Context: an optimization exercise on an open-source flow, tuned for small area, a short achievable clock period and few clock cycles per item. The choices shown serve that exercise and are no tape-out recipe.
In this exercise RTL edits were held to simulation tests only and were not proved equivalent to the original.

==> flow/design.v (excerpt) <==
module xtea_cores (
    input wire clk,
    input wire rst_i,
    input wire valid_i,
    input wire en_i,
    input wire [63:0] data_a_i,
    input wire [63:0] data_b_i,
    input wire [127:0] key,
    input wire decrypt_i,
    output wire [63:0] result_a_o,
    output wire [63:0] result_b_o,
    output reg valid_o,
    output reg busy_o
);
  localparam [31:0] DELTA = 32'h9e3779b9;
  localparam [31:0] SUM32 = 32'hc6ef3720;
  reg [6:0] cnt;
  reg dec;
  reg swp;
  reg cin;   
  reg [31:0] k0, k1, k2, k3;
  reg [31:0] aa, ba, ab, bb;
  reg [31:0] kr, t;
  wire rdy = ~busy_o | valid_o;
  wire acc = rdy & valid_i & en_i;
  wire last = dec ? (cnt == 7'd65) : (cnt == 7'd63);
  always @(posedge clk or posedge rst_i) begin
    if (rst_i) begin
      busy_o <= 1'b0;
      valid_o <= 1'b0;
    end else if (acc) begin
      busy_o <= 1'b1;
      valid_o <= 1'b0;
    end else if (valid_o) begin
      busy_o <= 1'b0;
      valid_o <= 1'b0;
    end else if (busy_o) begin
      valid_o <= last;
    end
  end
  ...
clock: 7.0 ns
lec_check: 0
abc_area: 1
cap_margin: 20
core_margin: 2
core_utilization: 60
place_density: 0.75
setup_slack_margin: 3.4
slew_margin: 20
standard.sh (not shown) runs the stock make flow with config.mk's settings and CLKGATE_MAP_FILE= SYNTH_SCRIPT=/design/flow/synth_recipe.tcl, a recipe that flattens the netlist after the stock synthesis.
==> flow/flow/run.sh <==
#!/bin/bash
# Standard ORFS layout, but the port buffers are the smallest buffer cell and
# CTS uses smaller buffers and no dummy loads.
set -euo pipefail
export BUFFER_PORTS_ARGS="-buffer_cell sky130_fd_sc_hd__buf_1"
export ADDER_MAP_FILE=
export CTS_ARGS="-sink_clustering_enable -repair_clock_nets -dont_use_dummy_load -buf_list {sky130_fd_sc_hd__clkbuf_4 sky130_fd_sc_hd__clkbuf_8}"
bash standard.sh > standard_make.log 2>&1
Testbench counts at the start, summed over its fixed seeds: cycles 25,346, items 768.
Edit:
- SETUP_SLACK_MARGIN: 3.4 -> 3.5
The new run produced a clean layout. Register-to-register slack gains 130 ps. Non-clock buffer count came out higher by 2. Sequential share of layout area stays flat. Critical path depth rises by 4. First-iteration DRC count grows by 7.9%. Routed wire length climbs by 0.66%. Setup slack improves by 130 ps. Design area increases by 0.57%. Global-route usage is about the same.
Edit:
- SETUP_SLACK_MARGIN: 3.5 -> 3.6
Die area stays the same.
Sequential share of layout area is lower by 0.28 points.
Utilization is higher by 0.85 points.
Non-clock buffer count is higher by 17.
Critical path depth is lower by 2.
Worst hold slack gets worse by 5.5 ps.
Register-to-register slack hardly moves.
Edit:
- SETUP_SLACK_MARGIN: 3.6 -> 3.8
Result:
- cell count came out higher by 1.8%
- wire length rose by 6.1%
- worst hold slack improved by 5.0 ps
- non-clock buffer count went up by 76
Edit:
- SETUP_SLACK_MARGIN: 3.8 -> 3.2
=> Synthesized cell count is unchanged; final cell count fell by 2.4%; non-clock buffer count is lower by 103; flip-flop and latch count does not change; worst setup slack degrades by 380 ps; wire length decreases by about 8%; die area is unchanged.

xtea_cores, a different RTL version from the one above (not shown whole).
Size in the first run: about 2400 cells after synthesis, ~390 I/O pins, about 22000 µm² of cells after synthesis.
export LEC_CHECK = 0
export CAP_MARGIN = 20
export CORE_MARGIN = 2
export CORE_UTILIZATION = 40
export SETUP_SLACK_MARGIN = 2.6
export SLEW_MARGIN = 20
create_clock -name core_clock -period 7.0 [get_ports {clk}]
==> flow/flow/run.sh <==
#!/bin/bash
# Standard ORFS layout, but the port buffers are the smallest buffer cell and
# CTS uses smaller buffers and no dummy loads.
set -euo pipefail
export BUFFER_PORTS_ARGS="-buffer_cell sky130_fd_sc_hd__buf_1"
export CTS_ARGS="-sink_clustering_enable -repair_clock_nets -dont_use_dummy_load -buf_list {sky130_fd_sc_hd__clkbuf_4 sky130_fd_sc_hd__clkbuf_8}"
bash standard.sh > standard_make.log 2>&1
Testbench counts at the start, summed over its fixed seeds: cycles 25,346, items 768.
Then changed:
ABC_AREA = 1   (was unset)
SETUP_SLACK_MARGIN = 3   (was 2.6)
=>
- wire length increases by about 24%
- synthesized cell count increases by 43%
- clock skew increases by 14 ps
- flip-flop and latch count stays the same
- global-route usage increases by 2.9 points
- via count increases by 22%
- worst hold slack got worse by 27 ps
- worst setup slack improved by 1000 ps
- die area increases by 10%
Then changed:
==> flow/flow/run.sh (replaced) <==
#!/bin/bash
# Standard ORFS layout, but the port buffers are the smallest buffer cell and
# CTS uses smaller buffers and no dummy loads.
set -euo pipefail
export BUFFER_PORTS_ARGS="-buffer_cell sky130_fd_sc_hd__buf_1"
export CTS_ARGS="-sink_clustering_enable -repair_clock_nets -dont_use_dummy_load -buf_list {sky130_fd_sc_hd__clkbuf_4} -sink_clustering_size 16"
bash standard.sh > standard_make.log 2>&1
ABC_AREA = unset   (was 1)
SETUP_SLACK_MARGIN = 2.2   (was 3)
Wire length went down by about 20%.
Register-to-register slack got worse by 1000 ps.
Core utilization went up by 0.62 points.
Count of clock-buffer cells in the layout went up by 37.
Cell area went down by 7.9%.
Worst hold slack improved by 19 ps.
First-iteration DRC count went down by about 37%.
Then changed:
==> flow/flow/run.sh (replaced) <==
#!/bin/bash
# Standard ORFS layout, but the port buffers are the smallest buffer cell and
# CTS uses smaller buffers and no dummy loads.
set -euo pipefail
export BUFFER_PORTS_ARGS="-buffer_cell sky130_fd_sc_hd__buf_1"
export CTS_ARGS="-sink_clustering_enable -repair_clock_nets -dont_use_dummy_load -buf_list {sky130_fd_sc_hd__clkbuf_4 sky130_fd_sc_hd__clkbuf_8}"
bash standard.sh > standard_make.log 2>&1
ABC_AREA = 1   (was unset)
Result: The new run passed the timing, DRC and antenna checks; final cell count grows by 26%; worst hold slack barely changes; sequential share of layout area shrinks by 1.8 points; worst setup slack improved by 530 ps; utilization falls by 2.3 points; maximum frequency increases by 12%.

-- separate check: timing with driven ports --
Ports are ideal in the flow. The routed layouts listed here were re-timed in OpenROAD. Step 1: set_driving_cell puts a clkbuf_16 on clk and a buf_2 on each other input, an assumption about the parent block. Step 2 adds t to the input delays and takes it off the output delays; t is the mean of the earliest and latest rising clock arrival at the registers after step 1. Input paths then give back, and output paths get back, about the clock's delay inside the block. a / b / c = no drivers / after step 1 / after step 2; a / b = the first two.
run | shift t [ns] | setup WS [ns] | latest minus earliest clock arrival (ns)
the first run of note 1 | 0.682 | 3.583 / 3.583 / 3.583 | 0.049 / 0.050
the second run of note 1 | 0.684 | 3.716 / 3.716 / 3.716 | 0.045 / 0.045
the third run of note 1 | 0.689 | 3.720 / 3.720 / 3.720 | 0.046 / 0.046
the fourth run of note 1 | 0.692 | 3.762 / 3.762 / 3.762 | 0.077 / 0.077
the fifth run of note 1 | 0.681 | 3.382 / 3.382 / 3.382 | 0.052 / 0.052
the first run of note 2 | 0.680 | 2.219 / 2.219 / 2.219 | 0.063 / 0.064
the second run of note 2 | 0.709 | 3.219 / 3.219 / 3.219 | 0.073 / 0.073
the third run of note 2 | 0.861 | 2.200 / 2.200 / 2.200 | 0.075 / 0.075
the fourth run of note 2 | 0.688 | 2.728 / 2.728 / 2.728 | 0.090 / 0.091
After both steps setup and hold are still met in every run listed.
